Context: an optimization exercise on an open-source flow, tuned for small area and a short achievable clock period. The choices shown serve that exercise and are no tape-out recipe. Only simulation tests tie the RTL to the original design; equivalence was not proved. Power is estimated from default activity; no workload was simulated.

$ cat design.v
module CPU(reset, clk, imem_addr, imem_data, mem_addr, mem_wdata, mem_rdata, mem_read, mem_write);
input reset, clk;
output [31:0] imem_addr;
input [31:0] imem_data;
output [31:0] mem_addr;
output [31:0] mem_wdata;
input [31:0] mem_rdata;
output mem_read;
output mem_write;
reg [31:0] PC;
reg [31:0] ir;           
reg [31:0] pc4_id;       
reg [31:0] d1_ex, d2_ex, imm_ex;
reg        fwdA_ex, fwdB_ex;
reg        alusrc2_ex, link_ex;
reg        mrd_ex, mwr_ex, rw_ex, mv_ex, wv_ex;
reg [4:0]  wreg_ex;
reg        sub_ex;
reg [2:0]  rsel_ex;      
reg [1:0]  lop_ex;       
reg [1:0]  sop_ex;       
reg [31:0] outZ_mem, d2_mem;
reg        mrd_mem, mwr_mem, mv_mem, wv_mem, link_mem;
reg [4:0]  wreg_mem;
reg [31:0] rf [1:31];
reg [31:1] rvalid;
wire [5:0] op = ir[31:26];
wire [5:0] fn = ir[5:0];
wire [4:0] rs = ir[25:21];
wire [4:0] rt = ir[20:16];
wire [4:0] rd = ir[15:11];
wire [4:0] sh = ir[10:6];
wire [15:0] imm16 = ir[15:0];
wire opR = (op == 6'h00);
wire fn_alu = (fn[5:3] == 3'b100);                        
wire fn_sh  = (fn == 6'h00) || (fn == 6'h02) || (fn == 6'h03);
wire fn_slt = (fn == 6'h2a);
wire fn_jr  = (fn == 6'h08) || (fn == 6'h09);
wire is_branch = (op == 6'h01) || (op[5:2] == 4'b0001);
wire is_jump   = (op == 6'h02) || (op == 6'h03);
wire is_jr     = opR && fn_jr;
wire is_itype  = (op[5:3] == 3'b001) || (op == 6'h10);      
wire is_lw = (op == 6'h23);
wire is_sw = (op == 6'h2b);
wire defined = is_branch || is_jump || is_itype || is_lw || is_sw ||
               (opR && (fn_jr || fn_alu || fn_sh || fn_slt));
wire undef = !defined;
wire regwrite = !((op == 6'h10) || is_sw || ((op[5:3] == 3'b000) && op != 6'h00 && op != 6'h03) ||
                  (opR && fn == 6'h08));
wire [1:0] regdst = opR ? 2'b00 : (op == 6'h03) ? 2'b10 :
                    ((op >= 6'h04 && op <= 6'h10) || op == 6'h01 || op == 6'h02 || is_lw || is_sw) ? 2'b01 : 2'b11;
wire [4:0] wreg = (regdst == 2'b00) ? rd : (regdst == 2'b01) ? rt : (regdst == 2'b10) ? 5'd31 : 5'd26;
wire mv = regwrite && (wreg != 5'd0);
wire wv = mv && (regdst != 2'b11);
wire alusrc1 = opR && (fn[5:2] == 4'b0000);
wire alusrc2 = (op[5:3] != 3'b000) && (op != 6'h10);
wire memtoreg_alu = is_itype && op != 6'h10 || (opR && (fn_alu || fn_sh || fn_slt));
wire link = regwrite && !is_lw && !memtoreg_alu && (regdst != 2'b11);    
wire extop = !(op == 6'h0c || op == 6'h0d || op == 6'h0e);
wire luop = (op == 6'h0f);
wire [31:0] lu_out = luop ? {imm16, 16'h0000} : {extop ? {16{imm16[15]}} : 16'h0000, imm16};
reg sub_d; reg [2:0] rsel_d; reg [1:0] lop_d; reg [1:0] sop_d;
always @(*) begin
    sub_d = 1'b0; rsel_d = 3'd0; lop_d = 2'd0; sop_d = 2'd0;
    if (opR) begin
        case (fn)
        6'h22, 6'h23: sub_d = 1'b1;
        6'h24: begin rsel_d = 3'd3; lop_d = 2'd0; end
        6'h25: begin rsel_d = 3'd3; lop_d = 2'd1; end
        6'h26: begin rsel_d = 3'd3; lop_d = 2'd2; end
        6'h27: begin rsel_d = 3'd3; lop_d = 2'd3; end
        6'h00: begin rsel_d = 3'd4; sop_d = 2'b00; end
        6'h02: begin rsel_d = 3'd4; sop_d = 2'b01; end
        6'h03: begin rsel_d = 3'd4; sop_d = 2'b11; end
        6'h2a: begin rsel_d = 3'd1; sub_d = 1'b1; end
        default: ;
        endcase
    end else begin
        case (op)
        6'h0c: begin rsel_d = 3'd3; lop_d = 2'd0; end
        6'h0d: begin rsel_d = 3'd3; lop_d = 2'd1; end
        6'h0e: begin rsel_d = 3'd3; lop_d = 2'd2; end
        6'h0a: begin rsel_d = 3'd1; sub_d = 1'b1; end
        6'h0b: rsel_d = 3'd2;
        default: ;
        endcase
    end
end
wire [31:0] rf1 = (rs != 5'd0 && rvalid[rs]) ? rf[rs] : 32'h0;
wire [31:0] rf2 = (rt != 5'd0 && rvalid[rt]) ? rf[rt] : 32'h0;
wire ex_hit_rs = (wreg_ex == rs);
wire ex_hit_rt = (wreg_ex == rt);
wire loaduse = !is_sw && mrd_ex && (ex_hit_rs || ex_hit_rt);
wire special = rw_ex && (is_branch || is_jr) && (wreg_ex != 5'd0) && (ex_hit_rs || ex_hit_rt);
wire exflush = loaduse || special;
wire ifflush = is_branch || is_jump || is_jr || exflush;
wire fwdA_d = !alusrc1 && mv_ex && ex_hit_rs;
wire fwdB_d = (!alusrc2 || is_sw) && mv_ex && ex_hit_rt;
wire mem_hit_rs = (wreg_mem == rs);
wire mem_hit_rt = (wreg_mem == rt);
wire wbA = !alusrc1 && wv_mem && mem_hit_rs;
wire wbB = (!alusrc2 || is_sw) && wv_mem && mem_hit_rt && !(rw_ex && ex_hit_rs);
wire cmp1 = mv_mem && mem_hit_rs;
wire cmp2 = mv_mem && mem_hit_rt;
wire [31:0] c1 = cmp1 ? outZ_mem : rf1;
wire [31:0] c2 = cmp2 ? outZ_mem : rf2;
wire taken = (c1 == c2);
wire [31:0] off = {lu_out[29:0], 2'b00};
wire [31:0] addend = exflush ? 32'hfffffffc : is_branch ? off : 32'd4;
wire [31:0] sum = PC + addend;
wire [31:0] PC_next = undef ? 32'h8 :
                      exflush ? sum :
                      is_branch ? (taken ? sum : PC) :
                      is_jump ? {sum[31:28], ir[25:0], 2'b00} :
                      is_jr ? rf1 :
                      sum;
assign imem_addr = PC;
always @(negedge reset or posedge clk)
    if (!reset) PC <= 32'h0;
    else PC <= PC_next;
always @(negedge reset or posedge clk)
    if (!reset) ir <= 32'h0;
    else ir <= ifflush ? 32'h0 : imem_data;
always @(posedge clk) pc4_id <= sum;
always @(posedge clk) begin
    d1_ex  <= alusrc1 ? {27'h0, sh} : (wbA ? outZ_mem : rf1);
    d2_ex  <= wbB ? outZ_mem : rf2;
    imm_ex <= link ? pc4_id : lu_out;
    wreg_ex <= wreg;
    sub_ex <= sub_d; rsel_ex <= rsel_d; lop_ex <= lop_d; sop_ex <= sop_d;
    alusrc2_ex <= alusrc2;
    link_ex <= link;
end
always @(negedge reset or posedge clk)
    if (!reset) begin
        fwdA_ex <= 1'b0; fwdB_ex <= 1'b0; mrd_ex <= 1'b0; mwr_ex <= 1'b0;
        rw_ex <= 1'b0; mv_ex <= 1'b0; wv_ex <= 1'b0;
    end else if (exflush) begin
        fwdA_ex <= 1'b0; fwdB_ex <= 1'b0; mrd_ex <= 1'b0; mwr_ex <= 1'b0;
        rw_ex <= 1'b0; mv_ex <= 1'b0; wv_ex <= 1'b0;
    end else begin
        fwdA_ex <= fwdA_d; fwdB_ex <= fwdB_d; mrd_ex <= is_lw; mwr_ex <= is_sw;
        rw_ex <= regwrite; mv_ex <= mv; wv_ex <= wv;
    end
wire [31:0] inA = fwdA_ex ? outZ_mem : d1_ex;
wire [31:0] d2f = fwdB_ex ? outZ_mem : d2_ex;
wire [31:0] inB = alusrc2_ex ? imm_ex : d2f;
wire [31:0] s = inA + (sub_ex ? ~inB : inB) + {31'h0, sub_ex};
reg [31:0] lres;
always @(*)
    case (lop_ex)
    2'd0: lres = inA & inB;
    2'd1: lres = inA | inB;
    2'd2: lres = inA ^ inB;
    default: lres = ~(inA | inB);
    endcase
wire [63:0] sraw = {{32{inB[31]}}, inB} >> inA[4:0];
reg [31:0] shres;
always @(*)
    case (sop_ex)
    2'b00: shres = inB << inA[4:0];
    2'b01: shres = inB >> inA[4:0];
    2'b11: shres = sraw[31:0];
    default: shres = 32'h0;
    endcase
reg [31:0] alu;
always @(*)
    case (rsel_ex)
    3'd0: alu = s;
    3'd1: alu = {31'h0, s[31]};
    3'd3: alu = lres;
    3'd4: alu = shres;
    default: alu = 32'h0;
    endcase
always @(posedge clk) begin
    outZ_mem <= alu;
    d2_mem <= link_ex ? imm_ex : d2f;
    wreg_mem <= wreg_ex;
    link_mem <= link_ex;
end
always @(negedge reset or posedge clk)
    if (!reset) begin
        mrd_mem <= 1'b0; mwr_mem <= 1'b0; mv_mem <= 1'b0; wv_mem <= 1'b0;
    end else begin
        mrd_mem <= mrd_ex; mwr_mem <= mwr_ex; mv_mem <= mv_ex; wv_mem <= wv_ex;
    end
assign mem_addr = outZ_mem;
assign mem_wdata = d2_mem;
assign mem_read = mrd_mem;
assign mem_write = mwr_mem;
wire [31:0] wdata = mrd_mem ? mem_rdata : link_mem ? d2_mem : outZ_mem;
integer i;
always @(posedge clk)
    for (i = 1; i < 32; i = i + 1)
        if (wv_mem && wreg_mem == i) rf[i] <= wdata;
always @(negedge reset or posedge clk)
    if (!reset) rvalid <= 31'h0;
    else for (i = 1; i < 32; i = i + 1)
        if (wv_mem && wreg_mem == i) rvalid[i] <= 1'b1;
endmodule
$ cat config.mk
export PLATFORM = sky130hd
export DESIGN_NAME = CPU
export DESIGN_NICKNAME = CPU
export VERILOG_FILES = /design/flow/design.v
export SDC_FILE = /design/flow/constraint.sdc
export NUM_CORES = 8
export LEC_CHECK = 0
export CAP_MARGIN = 20
export CORE_MARGIN = 2
export CORE_UTILIZATION = 40
export SLEW_MARGIN = 20
$ cat run.sh
#!/bin/bash
# synth_recipe.tcl (not shown) runs the flow's synth.tcl, then flattens the netlist and writes it again
# the make line also repeats each setting of config.mk as NAME=value (left out here)
make -C /OpenROAD-flow-scripts/flow DESIGN_CONFIG=/design/flow/config.mk WORK_HOME=/design/flow/orfs CLKGATE_MAP_FILE= SYNTH_SCRIPT=/design/flow/synth_recipe.tcl finish
$ cat constraint.sdc
create_clock -name core_clock -period 10.0 [get_ports {clk}]
set_input_delay 2.0000 -clock core_clock [delete_from_list [all_inputs] [get_ports {clk}]]
set_output_delay 2.0000 -clock core_clock [all_outputs]
set_load 0.01 [all_outputs]
==> qor.csv, run 1 <==
metric,value,unit
post-CTS setup buffers,0,
pre-CTS setup slack,2.97,ns
r2r worst-path depth,17,
# rows,149,
met1 Use GR,51.0,%
RePlAce Congestion,1.05,
Slew @ Worst Pin,1.39,ns
gr busiest metal,met2,
DIE AREA,170000,um^2
Final Power,21.4,mW
min setup slack post-route,2.84,ns
ANT nets after route,0,
routing usage on met3,18.6,%
prevailing post-synth register cell,edfxtp_1,
gr ovfl total,0,
adder-cell share of the synthesized area,2.63,%
largest family of logic cells by synthesized area,compound AO/OA/AOI/OAI gates,
P_leak,27.8,nW
vias in the first global route,57400,
GR Util met2,59.4,%
Fin. Hold Viols,0,
Yosys top cell area share,44.6,%
Routed WL,374000,um
core area,165000,um^2
crit-path most repeated cell,buf_4,
CP Class,register to register,
Die Y,413,um
Setup Skew,0.0440,ns
largest net degree at the start of global routing,67,
Layout Utilization,47.0,%
die width,413,um
Initial Utilization,40.4,%
post_cts resized,0,
syn_nets,6046,
Cell variety after synth,98,
Critical Path Start Type,register,
PwrDens,275,nW/um^2
setup_tns,0,ns
clk slew on worst S/H paths,0.06,ns
largest area contributor in the netlist,edfxtp_1,
Residual DRC,0,
Crit Path Max Fanout,58,
Total Nets Final,6176,
Post-CTS Hold Buffers,0,
Final min period,7.16,ns
CP arrival,7.84,ns
clock latency on the worst-skew pair,0.84,ns
"Async S/R FF share, synth",8.09,%
Hold Path Class,register to register,
# Max-Cap Violations,0,
root buf cell,clkbuf_16,
CP Capture Type,register,
Max Slew Vio Count,0,
wire length per cell,45.1,um
Top Ports,164,
most frequent cell after synthesis,edfxtp_1,
Synth Instances,5841,
I/O Buffers,163,
Peak Freq,140,MHz
post-synthesis area per instance,11.4,um^2
Synth Warn #,34,
mux cell area share after synthesis,5.99,%
Max VDD drop,0.000152,V
TritonCTS clock tree,yes,
status,no timing/DRC/antenna violations,
RSZ-0062 raised after global routing,false,
post-synthesis xor/xnor area fraction,1.78,%
"FF+latch count, synth",1311,
Worst path max stage delay,0.85,ns
Final period util,71.6,%
first-iteration detailed-routing DRC count,14200,
share of layout cells above drive strength 1,14.8,%
Via Count,62100,
Post-synth EDFFs,992,
"Cell Area, Synth",66800,um^2
register area share after synthesis,55.0,%
Synth Area in Simple Gates,10.1,%
synth top area cells,"edfxtp_1 45%, dfxtp_1 6.4%, a22oi_1 5.8%, dfrtp_1 4.0%, mux2i_1 3.1%",
Inserted Clock Buffers,149,
Setup Viol. Count Final,0,
DR pass1 iterations,13,
area delta synth->final,16.3,%
Max clock buf depth,3,
Via-to-Cell Ratio,7.48,
gr usage total,42.6,%
clock sink count,1311,
H-tree depth,4,
initial antenna violation count,25,
first-pass GRT wire length,495000,um
Hold Crit Depth,0,
slew margin rel.,7.19,%
compound-cell area share of the yosys netlist,20.8,%
CP Cell Sequence,ha_1 > buf_4 > and4b_2 > buf_4 > a22o_1 > a221oi_1 > nand3_1 > a211o_1 > o221ai_1 > o221a_2 > o221ai_1 > nand4_1 > nor4_1 > a31oi_4 > buf_4 > a2111oi_0 > a21oi_1,
top post-synthesis cells by count,"992 x edfxtp_1, 517 x a22oi_1, 466 x nand2_1",
HPWL Detailed,238000,um
CP max stage cell,dfrtp_1,
required time worst endpoint,10.68,ns
==> worst max-delay path: cells and delay by family, from the launching register on <==
family	cells	cell delay, ns
adder cells (fa/ha/maj)	1	0.79
flip-flops	1	0.85
AND/OR/NAND/NOR	4	1.39
AO/OA/AOI/OAI	9	2.43
buffers and inverters	3	1.47
==> worst paths after layout <==
kind	startpoint	to	slack (ns)
setup / recovery	ir[21]	PC[3]	2.84
hold / removal	wv_ex	wv_mem	0.34
setup reg to reg	ir[21]	PC[3]	2.84
hold reg to reg	wv_ex	wv_mem	0.34
max in group asynchronous	reset	ir[24]	7.34
min in group asynchronous	reset	PC[22]	1.21
==> logic make-up after synthesis <==
family	count (synthesis)
and+or+nand+nor	1344
DFF	1311
muxes	362
xor gates and xnor gates	135
buffers and inverters	613
AOI/OAI and AO/OA	1937
adders and majority gates	139
==> layout by cell type (no fill, tap or decap), types with 26 or more instances in the layout <==
cell,synthesis,final
a22oi_1,517,515
a21o_1,61,61
a32oi_1,33,33
nor2_1,250,216
a222oi_1,28,28
clkbuf_1,310,31
inv_1,134,133
xnor2_1,85,85
nor3_1,57,54
nand4_1,115,115
o211ai_1,57,57
and3_1,73,73
o22ai_1,63,63
nand2b_1,31,31
nand3_1,117,116
a21oi_1,249,248
a211oi_1,33,32
edfxtp_1,992,992
nor2_4,0,31
clkbuf_16,0,154
mux2i_1,206,200
buf_4,14,280
nand2_1,466,466
mux2_2,139,139
dfrtp_1,106,98
xor2_1,49,49
or2_2,37,37
dfxtp_1,213,208
o221ai_1,29,29
o21ai_0,312,278
clkdlybuf4s50_1,0,162
a22o_1,151,151
a221oi_1,167,167
ha_1,137,136
o21ai_2,0,26
==> registers in the layout, summed over array words and instances, names as in the netlist, 3 cells and up <==
register	flops
rf	992
wreg_mem	5
rvalid	31
d2_mem	32
wreg_ex	5
ir	32
PC	32
d1_ex	32
imm_ex	32
d2_ex	32
rsel_ex	3
outZ_mem	32
pc4_id	32
==> layer usage <==
metal / wire [um] / vias up
li1: - / 23300
met1: 129000 / 30100
met2: 150000 / 6527
met3: 57700 / 2089
met4: 37100 / 31
met5: 644 / -
==> area by class of cell <==
cell class,instances,area [um^2]
fillers,14900,87700
flip-flops and latches,1311,36700
well taps,2189,2740
clock buffers,194,4090
multi-input cells,3917,28500
repair buffers,454,3940
diodes,23,57.6
inverters,138,518
clock inverters,82,1080
==> stage by stage <==
stage | hold WS [ns] | instances | cell area [um^2]
finish | 0.340 | 8308 | 77700
global route | 0.354 | 8287 | 77600
CTS | 0.345 | 8282 | 77600
detailed placement | 0.342 | 8006 | 72400
global placement | 0.338 | 7996 | 72200
floorplan | 0.329 | 5841 | 66800
==> where the power goes <==
part	switching, mW	total [mW]	internal (mW)
Combinational	5.46	7.91	2.45
Sequential	0.625	7.61	6.98
Clock	2.47	5.89	3.42
==> inputs of run 2 (changes only) <==
--- a/design.v
+++ b/design.v
@@ -86,8 +86,23 @@
         endcase
     end
 end
-wire [31:0] rf1 = (rs != 5'd0 && rvalid[rs]) ? rf[rs] : 32'h0;
-wire [31:0] rf2 = (rt != 5'd0 && rvalid[rt]) ? rf[rt] : 32'h0;
+wire [30:0] sel1, sel2;
+wire [31:0] rf1, rf2;
+genvar gj, gb;
+generate
+    for (gj = 1; gj < 32; gj = gj + 1) begin : dec
+        assign sel1[gj-1] = rvalid[gj] && (rs == gj);
+        assign sel2[gj-1] = rvalid[gj] && (rt == gj);
+    end
+    for (gb = 0; gb < 32; gb = gb + 1) begin : rdcol
+        wire [30:0] col;
+        for (gj = 1; gj < 32; gj = gj + 1) begin : c
+            assign col[gj-1] = rf[gj][gb];
+        end
+        rf_rdbit u1 (.s(sel1), .d(col), .y(rf1[gb]));
+        rf_rdbit u2 (.s(sel2), .d(col), .y(rf2[gb]));
+    end
+endgenerate
 wire ex_hit_rs = (wreg_ex == rs);
 wire ex_hit_rt = (wreg_ex == rt);
 wire loaduse = !is_sw && mrd_ex && (ex_hit_rs || ex_hit_rt);
@@ -105,11 +120,11 @@
 wire [31:0] c1 = cmp1 ? outZ_mem : rf1;
 wire [31:0] c2 = cmp2 ? outZ_mem : rf2;
 wire taken = (c1 == c2);
-wire [31:0] off = {lu_out[29:0], 2'b00};
-wire [31:0] addend = exflush ? 32'hfffffffc : is_branch ? off : 32'd4;
-wire [31:0] sum = PC + addend;
+wire [31:0] off = {{14{imm16[15]}}, imm16, 2'b00};
+wire [31:0] sum = PC + (is_branch ? off : 32'd4);
+wire [31:0] pcm4 = {PC[31:2] - 30'd1, PC[1:0]};
 wire [31:0] PC_next = undef ? 32'h8 :
-                      exflush ? sum :
+                      exflush ? pcm4 :
                       is_branch ? (taken ? sum : PC) :
                       is_jump ? {sum[31:28], ir[25:0], 2'b00} :
                       is_jr ? rf1 :
@@ -198,3 +213,21 @@
     else for (i = 1; i < 32; i = i + 1)
         if (wv_mem && wreg_mem == i) rvalid[i] <= 1'b1;
 endmodule
+module rf_rdbit(s, d, y);
+input [30:0] s, d;
+output y;
+wire [10:0] g;
+genvar k;
+generate
+    for (k = 0; k < 10; k = k + 1) begin : grp
+        rf_aoi222 u (.a(s[3*k]), .b(d[3*k]), .c(s[3*k+1]), .d(d[3*k+1]), .e(s[3*k+2]), .f(d[3*k+2]), .y(g[k]));
+    end
+endgenerate
+assign g[10] = ~(s[30] & d[30]);
+assign y = ~(&g);
+endmodule
+module rf_aoi222(a, b, c, d, e, f, y);
+input a, b, c, d, e, f;
+output y;
+assign y = ~((a & b) | (c & d) | (e & f));
+endmodule
--- a/config.mk
+++ b/config.mk
@@ -9,3 +9,4 @@
 export CORE_MARGIN = 2
 export CORE_UTILIZATION = 40
 export SLEW_MARGIN = 20
+export SYNTH_HIERARCHICAL = 1
==> run 2 against run 1 <==
Compared with the run above:
- die area decreased by 5.7%
- synthesized cell count decreased by 14%
- hold slack improved by 0.019 ns
- first-iteration DRC count decreased by 8.4%
- clock power decreased by 13%
- combinational power decreased by 23%
- core utilization decreased by 0.51 points
- routed wire length decreased by 27%
- sequential share of layout area increased by 3.3 points
- sequential power decreased by 0.9%
- cell area decreased by 6.6%
- via count decreased by 15%
- critical path type unchanged
==> qor.csv, run 2 <==
metric,value,unit,change
clk slew on worst S/H paths,0.07,ns,was 0.06 ns
TritonCTS clock tree,yes,,unchanged
Max clock buf depth,3,,unchanged
Residual DRC,0,,unchanged
DR pass1 iterations,14,,was 13
Final min period,6.50,ns,was 7.16 ns
Routed WL,273000,um,was 374000 um
"most common cell after layout, fill and taps aside",edfxtp_1,,unchanged
P_leak,25.9,nW,was 27.8 nW
Via-to-Cell Ratio,7.12,,was 7.48
setup_tns,0,ns,unchanged
"Async S/R FF share, synth",8.09,%,unchanged
Post-synth EDFFs,992,,unchanged
crit path launch,ir[22],,was ir[21]
most frequent cell after synthesis,edfxtp_1,,unchanged
Peak Freq,154,MHz,was 140 MHz
status,no timing/DRC/antenna violations,,unchanged
CP Cell Sequence,nor2b_1 > nor2b_1 > and3_1 > buf_4 > a222oi_1 > nand4_1 > a2111o_1 > xor2_1 > nor3_1 > a211oi_1 > a2111oi_0 > nand4_1 > o31ai_4 > buf_4 > and2_0 > a32o_1,,was ha_1 > buf_4 > and4b_2 > buf_4 > a22o_1 > a221oi_1 > nand3_1 > a211o_1 > o221ai_1 > o221a_2 > o221ai_1 > nand4_1 > nor4_1 > a31oi_4 > buf_4 > a2111oi_0 > a21oi_1
Slew @ Worst Pin,1.19,ns,was 1.39 ns
Inserted Clock Buffers,139,,was 149
Total Nets Final,5421,,was 6176
Worst R2R End,PC[19],,was PC[3]
"Most flops, register",rf,,unchanged
pre-CTS setup slack,3.83,ns,was 2.97 ns
largest area contributor in the netlist,edfxtp_1,,unchanged
crit-path leading delay family,simple AND/OR/NAND/NOR gates,,was compound AO/OA/AOI/OAI gates
Synth Warn #,8,,was 34
Crit Path Max Fanout,46,,was 58
top post-synthesis cells by count,"992 x edfxtp_1, 640 x a222oi_1, 442 x nand2_1",,"was 992 x edfxtp_1, 517 x a22oi_1, 466 x nand2_1"
Die Y,401,um,was 413 um
"FF+latch count, synth",1311,,unchanged
r2r setup slk,3.50,ns,was 2.84 ns
RSZ-0062 raised after global routing,false,,unchanged
Worst path max stage delay,0.82,ns,was 0.85 ns
Top Ports,164,,unchanged
H-tree depth,4,,unchanged
"Cell Area, Synth",63000,um^2,was 66800 um^2
prevailing post-synth register cell,edfxtp_1,,unchanged
PwrDens,258,nW/um^2,was 275 nW/um^2
first-iteration detailed-routing DRC count,13000,,was 14200
Worst R2R Start,ir[22],,was ir[21]
Hold Path Class,register to register,,unchanged
core area,156000,um^2,was 165000 um^2
Setup Viol. Count Final,0,,unchanged
slew margin rel.,18.3,%,was 7.19%
Setup Skew,0.0339,ns,was 0.0440 ns
CP max stage cell,and2_0,,was dfrtp_1
DIE AREA,161000,um^2,was 170000 um^2
root buf cell,clkbuf_16,,unchanged
Fin. Hold Viols,0,,unchanged
post-synthesis area per instance,12.6,um^2,was 11.4 um^2
Hold Path End,wv_mem,,unchanged
gr ovfl total,0,,unchanged
clock sink count,1311,,unchanged
Yosys top cell area share,47.3,%,was 44.6%
Worst Path Buf+Inv,2,,was 3
post_cts resized,0,,unchanged
Final period util,65.0,%,was 71.6%
min-delay src,wv_ex,,unchanged
required time worst endpoint,10.73,ns,was 10.68 ns
# rows,145,,was 149
Max Slew Vio Count,0,,unchanged
largest net degree at the start of global routing,72,,was 67
Synth Instances,4999,,was 5841
I/O Buffers,163,,unchanged
RePlAce Congestion,1.00,,was 1.05
Max VDD drop,0.000186,V,was 0.000152 V
wire length per cell,36.8,um,was 45.1 um
max FFs per register,992,,unchanged
CP Capture Type,register,,unchanged
min setup slack post-route,3.50,ns,was 2.84 ns
die width,401,um,was 413 um
area delta synth->final,15.3,%,was 16.3%
post-CTS setup buffers,0,,unchanged
register area share after synthesis,58.3,%,was 55.0%
syn_nets,5178,,was 6046
r2r worst-path depth,16,,was 17
Initial Utilization,40.3,%,was 40.4%
CP Class,register to register,,unchanged
gr usage total,32.6,%,was 42.6%
DP Cell Count,7157,,was 8006
Critical Path Start Type,register,,unchanged
first-pass GRT wire length,375000,um,was 495000 um
final std cells w/o fill,7417,,was 8308
Post-CTS Hold Buffers,0,,unchanged
HPWL Detailed,179000,um,was 238000 um
Hold Crit Depth,0,,unchanged
share of layout cells above drive strength 1,12.6,%,was 14.8%
"commonest non-fill, non-tap cells in the layout","992 x edfxtp_1, 640 x a222oi_1, 442 x nand2_1",,"was 992 x edfxtp_1, 515 x a22oi_1, 466 x nand2_1"
ANT nets after route,0,,unchanged
initial antenna violation count,18,,was 25
clock latency on the worst-skew pair,0.82,ns,was 0.84 ns
Cell variety after synth,89,,was 98
# Max-Cap Violations,0,,unchanged
CP arrival,7.23,ns,was 7.84 ns
vias in the first global route,48300,,was 57400
Via Count,52800,,was 62100
synth top area cells,"edfxtp_1 47%, a222oi_1 10%, dfxtp_1 6.8%, dfrtp_1 4.2%, mux2i_1 2.9%",,"was edfxtp_1 45%, dfxtp_1 6.4%, a22oi_1 5.8%, dfrtp_1 4.0%, mux2i_1 3.1%"
[run 2: layout make-up]
cell class	instances	area [um^2]
Inverter	143	537
Antenna cell	7	17.5
Multi-Input combinational cell	3319	25400
Timing Repair Buffer	328	2910
Clock inverter	72	732
Sequential cell	1311	36700
Fill cell	13800	83600
Clock buffer	179	3720
Tap cell	2058	2570
[run 2: power by group]
| part | internal (mW) | switching (mW) | total, mW |
|---|---|---|---|
| clock | 2.82 | 2.29 | 5.12 |
| sequential | 6.94 | 0.601 | 7.54 |
| combinational | 1.94 | 4.15 | 6.09 |
| total | 11.7 | 7.04 | 18.7 |
[run 2: how the worst max path moves through the flow]
stage,to,slack (ns),cells after the start
2_1_floorplan,outZ_mem[30],5.65,17
3_3_place_gp,PC[29],3.83,15
3_5_place_dp,PC[29],3.83,16
4_1_cts,PC[19],3.77,16
5_1_grt,PC[19],3.27,16
6_report,PC[19],3.50,16
[run 2: kinds of logic (layout without fill, tap and decap cells)]
group                      after synthesis  after routing  share of synthesized area (%)
AOI/OAI and AO/OA                     1558           1558                           20.0
DFF                                   1311           1311                           58.3
and+or+nand+nor                       1186           1186                           9.10
buffers and inverters                  369            722                           2.34
muxes                                  325            325                           6.09
xor gates and xnor gates               137            137                           1.91
adders and majority gates              113            113                           2.27
other                                    0              7                              0
[run 2: worst register-to-register path, cell delays in order, from the launching register on]
cell       delay, ns
dfrtp_1         0.52
nor2b_1         0.40
nor2b_1         0.36
and3_1          0.75
buf_4           0.47
a222oi_1        0.14
nand4_1         0.23
a2111o_1        0.45
xor2_1          0.12
nor3_1          0.17
a211oi_1        0.06
a2111oi_0       0.55
nand4_1         0.23
o31ai_4         0.37
buf_4           0.48
and2_0          0.83
a32o_1          0.28
[run 2: through the flow]
step | util [%] | cell area (um^2) | power [mW] | hold WS (ns)
finish | 46.5 | 72600 | 18.7 | 0.359
global placement | 43.5 | 68000 | 13.4 | 0.332
global route | 46.5 | 72600 | 19.2 | 0.370
detailed placement | 43.6 | 68000 | 13.4 | 0.337
floorplan | - | 63000 | 10.6 | 0.329
CTS | 46.4 | 72500 | 18.5 | 0.359
[run 2: routing by layer]
metal / wire, um / GRT usage [%]
met3: 40800 / 10.6
met1: 104000 / 44.9
met5: 555 / 2.29
met4: 14200 / 14.2
met2: 113000 / 46.6
[run 2: modules after synthesis (local to each module, per instance)]
module | cell area (um^2) | flops+latches | copies in the design
rf_rdbit | 27.5 | 0 | 64
rf_aoi222 | 10.0 | 0 | 640
CPU | 54800 | 1311 | 1

==> afterwards: timing with drivers on the ports <==
Ports are ideal in the flow. The routed layouts listed here were re-timed in OpenROAD.
Step 1 (the two cells are an assumption about what drives the block):
set clk [get_ports {clk}]
set_driving_cell -lib_cell sky130_fd_sc_hd__clkbuf_16 $clk
set_driving_cell -lib_cell sky130_fd_sc_hd__buf_2 [delete_from_list [all_inputs] $clk]
Step 2 also shifts input and output timing later by t, the mid clock arrival at the registers, as if the neighbouring blocks saw the same clock.
Slacks: ideal / step 1 / step 2; pairs: ideal / step 1.
| run | t (ns) | setup WS [ns] | latest minus earliest clock arrival (ns) | worst register clock-pin slew, ns | worst data-port slew with drivers (ns) |
|---|---|---|---|---|---|
| run 1 | 0.915 | 2.840 / 2.840 / 2.840 | 0.047 / 0.047 | 0.07 / 0.07 | 0.06 |
| run 2 | 0.891 | 3.503 / 3.503 / 3.503 | 0.034 / 0.034 | 0.07 / 0.07 | 0.06 |
After both steps every run listed still meets setup and hold.
